Context: an optimization exercise on an open-source flow, tuned for small area and a short achievable clock period. The choices shown serve that exercise and are no tape-out recipe.
In this exercise RTL edits were held to simulation tests only and were not proved equivalent to the original.
No activity file was given, so power comes from the tool's default toggle rates.

run A:
==> flow/design.v (excerpt) <==
module gelu_lut_module (
    input                       clk,
    input                       rst_n,
    input                       in_valid,
    input      signed [15:0]    in_data,
    output reg                  out_valid,
    output     signed [10:0]    out_data
);
export LEC_CHECK = 0
export ABC_AREA = 1
export CAP_MARGIN = 60
export CORE_MARGIN = 2
export CORE_UTILIZATION = 40
export SETUP_SLACK_MARGIN = 2.75
export SLEW_MARGIN = 60
export TNS_END_PERCENT = 5
create_clock -name core_clock -period 5.0 [get_ports {clk}]
standard.sh (not shown) runs the stock make flow with config.mk's settings and CLKGATE_MAP_FILE= SYNTH_SCRIPT=/design/flow/synth_recipe.tcl, a recipe that flattens the netlist after the stock synthesis.
==> flow/flow/run.sh <==
#!/bin/bash
set -euo pipefail
bash standard.sh ADDER_MAP_FILE= \
  "BUFFER_PORTS_ARGS=-buffer_cell sky130_fd_sc_hd__buf_1" \
  "CTS_ARGS=-sink_clustering_enable -repair_clock_nets -dont_use_dummy_load" \
  finish > run_make.log 2>&1
In summary, run A completed successfully, with a layout that passed the timing, DRC and antenna checks.
[inputs] run B vs run A
==> flow/flow/run.sh <==
#!/bin/bash
set -euo pipefail
args=()
while IFS= read -r line || [[ -n "$line" ]]; do
  [[ -z "$line" || "$line" == \#* ]] && continue
  args+=("$line")
done < flow/make_args.txt
bash standard.sh "${args[@]}" finish > run_make.log 2>&1
==> flow/flow/make_args.txt (new file) <==
ADDER_MAP_FILE=
BUFFER_PORTS_ARGS=-buffer_cell sky130_fd_sc_hd__buf_1
CTS_ARGS=-sink_clustering_enable -repair_clock_nets -dont_use_dummy_load
SETUP_MOVE_SEQUENCE=unbuffer,sizeup,swap
--- a/flow/config.mk
+++ b/flow/config.mk
@@ -9 +9 @@
-export CAP_MARGIN = 60
+export CAP_MARGIN = 70
@@ -12,2 +12,2 @@
-export SETUP_SLACK_MARGIN = 2.75
-export SLEW_MARGIN = 60
+export SETUP_SLACK_MARGIN = 2.7
+export SLEW_MARGIN = 70
==> comparison <==
The end-of-flow core utilization of run B falls short of that of run A by 1.7 points. Run B | status: complete | timing, DRC, antenna: pass. Run A → run B: peak supply drop now larger, synthesis-to-finish area growth moved down, number of nets in the finished design fell 3.4%, area of all placed cells without fillers fell by about 3.4%.
What run C does differently from run B at the input level:
==> flow/flow/run.sh <==
#!/bin/bash
set -euo pipefail
bash standard.sh ADDER_MAP_FILE= \
  "BUFFER_PORTS_ARGS=-buffer_cell sky130_fd_sc_hd__buf_1" \
  "CTS_ARGS=-sink_clustering_enable -repair_clock_nets -dont_use_dummy_load" \
  finish > run_make.log 2>&1
--- a/flow/config.mk
+++ b/flow/config.mk
@@ -9 +9 @@
-export CAP_MARGIN = 70
+export CAP_MARGIN = 95
@@ -12,3 +12 @@
-export SETUP_SLACK_MARGIN = 2.7
-export SLEW_MARGIN = 70
-export TNS_END_PERCENT = 5
+export SLEW_MARGIN = 95
removed: flow/flow/make_args.txt
Run C got as far as detailed placement (3_5_place_dp), where a tool error ended the run.
Diff run B..run C | starting density of the core | unchanged
Compound-cell area share of the yosys netlist came out exactly the same in run C and run B.
For number of cells produced by synthesis, run B and run C come out practically identical.
Run C vs. run B: synthesis-stage register bit count held steady, proportion of synthesized area in mux cells held steady, count of buffers from port buffering held steady, area after synthesis held steady.
The inputs of run D differ from those of run C as listed below.
--- a/flow/config.mk
+++ b/flow/config.mk
@@ -9 +9 @@
-export CAP_MARGIN = 95
+export CAP_MARGIN = 70
@@ -12 +12,2 @@
-export SLEW_MARGIN = 95
+export SETUP_SLACK_MARGIN = 2.75
+export SLEW_MARGIN = 70
Results
Run D: all stages complete, timing, DRC and antenna checks passed
Reported for run D and run C, summed instance area of the synthesized netlist turned out identical to the last digit.
~same row count in run D and run C
As far as simple-gate portion of the synthesized area goes, run D and run C are indistinguishable; the numbers are identical.
On flip-flop and latch count after synthesis, run D and run C are neck and neck.
From run D to run C, gate count after technology mapping did not move at all.
Comparing run C against run D, there is no change at all in number of port buffers.
Inputs modified between run D and run E:
--- a/flow/config.mk
+++ b/flow/config.mk
@@ -9 +9 @@
-export CAP_MARGIN = 70
+export CAP_MARGIN = 20
@@ -12,2 +12 @@
-export SETUP_SLACK_MARGIN = 2.75
-export SLEW_MARGIN = 70
+export SLEW_MARGIN = 20
Of run E and run D, it is run E that has the lower fraction of power consumed by combinational cells.
Maximum fanout along the worst path: run E vs run D up 8
Sort run D and run E by clock group share of total power asc -> top: run D
Run E vs run D — routed length on met1 dropped by a few percent
Run D → run E: post-route worst hold slack has remained practically unchanged, routed via count has decreased, later-pin clock latency in the skew report has remained practically unchanged, area overhead of the layout relative to synthesis has decreased, post-detailed-route wirelength per cell has decreased.
Looking at detailed placement HPWL, run E sits 120 µm above run D.
The post-route total power number comes out lower for run E vs run D.
Modified inputs, run F compared to run E
==> flow/flow/run.sh <==
#!/bin/bash
set -euo pipefail
args=()
while IFS= read -r line || [[ -n "$line" ]]; do
  [[ -z "$line" || "$line" == \#* ]] && continue
  args+=("$line")
done < flow/make_args.txt
bash standard.sh "${args[@]}" finish > run_make.log 2>&1
==> flow/flow/make_args.txt (new file) <==
ADDER_MAP_FILE=
BUFFER_PORTS_ARGS=-buffer_cell sky130_fd_sc_hd__buf_1
CTS_ARGS=-sink_clustering_enable -repair_clock_nets -dont_use_dummy_load
DONT_USE_CELLS=sky130_fd_sc_hd__probe_p_8 sky130_fd_sc_hd__probec_p_8 sky130_fd_sc_hd__lpflow_bleeder_1 sky130_fd_sc_hd__lpflow_clkbufkapwr_1 sky130_fd_sc_hd__lpflow_clkbufkapwr_16 sky130_fd_sc_hd__lpflow_clkbufkapwr_2 sky130_fd_sc_hd__lpflow_clkbufkapwr_4 sky130_fd_sc_hd__lpflow_clkbufkapwr_8 sky130_fd_sc_hd__lpflow_clkinvkapwr_1 sky130_fd_sc_hd__lpflow_clkinvkapwr_16 sky130_fd_sc_hd__lpflow_clkinvkapwr_2 sky130_fd_sc_hd__lpflow_clkinvkapwr_4 sky130_fd_sc_hd__lpflow_clkinvkapwr_8 sky130_fd_sc_hd__lpflow_decapkapwr_12 sky130_fd_sc_hd__lpflow_decapkapwr_3 sky130_fd_sc_hd__lpflow_decapkapwr_4 sky130_fd_sc_hd__lpflow_decapkapwr_6 sky130_fd_sc_hd__lpflow_decapkapwr_8 sky130_fd_sc_hd__lpflow_inputiso0n_1 sky130_fd_sc_hd__lpflow_inputiso0p_1 sky130_fd_sc_hd__lpflow_inputiso1n_1 sky130_fd_sc_hd__lpflow_inputiso1p_1 sky130_fd_sc_hd__lpflow_inputisolatch_1 sky130_fd_sc_hd__lpflow_isobufsrc_1 sky130_fd_sc_hd__lpflow_isobufsrc_16 sky130_fd_sc_hd__lpflow_isobufsrc_2 sky130_fd_sc_hd__lpflow_isobufsrc_4 sky130_fd_sc_hd__lpflow_isobufsrc_8 sky130_fd_sc_hd__lpflow_isobufsrckapwr_16 sky130_fd_sc_hd__lpflow_lsbuf_lh_hl_isowell_tap_1 sky130_fd_sc_hd__lpflow_lsbuf_lh_hl_isowell_tap_2 sky130_fd_sc_hd__lpflow_lsbuf_lh_hl_isowell_tap_4 sky130_fd_sc_hd__lpflow_lsbuf_lh_isowell_4 sky130_fd_sc_hd__lpflow_lsbuf_lh_isowell_tap_1 sky130_fd_sc_hd__lpflow_lsbuf_lh_isowell_tap_2 sky130_fd_sc_hd__lpflow_lsbuf_lh_isowell_tap_4  sky130_fd_sc_hd__mux2_1 sky130_fd_sc_hd__mux2_2 sky130_fd_sc_hd__mux2i_1 sky130_fd_sc_hd__o21ai_0
--- a/flow/config.mk
+++ b/flow/config.mk
@@ -9 +9 @@
-export CAP_MARGIN = 20
+export CAP_MARGIN = 70
@@ -12 +12,3 @@
-export SLEW_MARGIN = 20
+export SETUP_SLACK_MARGIN = 2.75
+export SLEW_MARGIN = 70
+export TNS_END_PERCENT = 5
## What came out
Going from run E to run F, the maximum frequency was found to have gone up by 43%.
Run F ends up with a clock network fraction of design power that is 1.6 points lower than in run E.
Sort run F and run E by leakage dissipation, ascending, and run E comes first.
| synthesized area | run F vs run E | worse |
Looking at cell depth of the worst setup path, run F sits 4 above run E.
Number of non-clock buffers (run F / run E): 1.7
Run F: setup slack higher than run E

static timing again, ports no longer ideal:
No port has a modelled driver above. Below, the same layouts with a new extraction and two added sets of constraints. Step 1 sets driving cells, clkbuf_16 on the clock port and buf_2 on the other inputs (assumed; they add their load-dependent delay and slew). Step 2 adds t to the input delays and takes it off the output delays; t is the mean of the earliest and latest rising clock arrival at the registers after step 1. Input paths then give back, and output paths get back, about the clock's delay inside the block. Three values: ideal ports, drivers, drivers and shift; two values: the first two.
| run | t (ns) | slack for setup (ns) | hold slack, ns | worst register clock-pin slew, ns |
|---|---|---|---|---|
| run A | 0.301 | 2.796 / 2.767 / 2.681 | 0.366 / 0.366 / 0.366 | 0.06 / 0.06 |
| run B | 0.294 | 2.807 / 2.780 / 2.626 | 0.364 / 0.364 / 0.364 | 0.06 / 0.06 |
| run D | 0.294 | 2.859 / 2.847 / 2.695 | 0.364 / 0.364 / 0.364 | 0.06 / 0.06 |
| run E | 0.296 | 1.971 / 1.971 / 1.971 | 0.363 / 0.363 / 0.363 | 0.06 / 0.06 |
| run F | 0.301 | 2.888 / 2.888 / 2.676 | 0.362 / 0.362 / 0.362 | 0.06 / 0.06 |
After both steps setup and hold are still met in every run listed. The setup slack of run F, which loses most, moves by 0.000 ns with the drivers and by -0.212 ns with both steps.
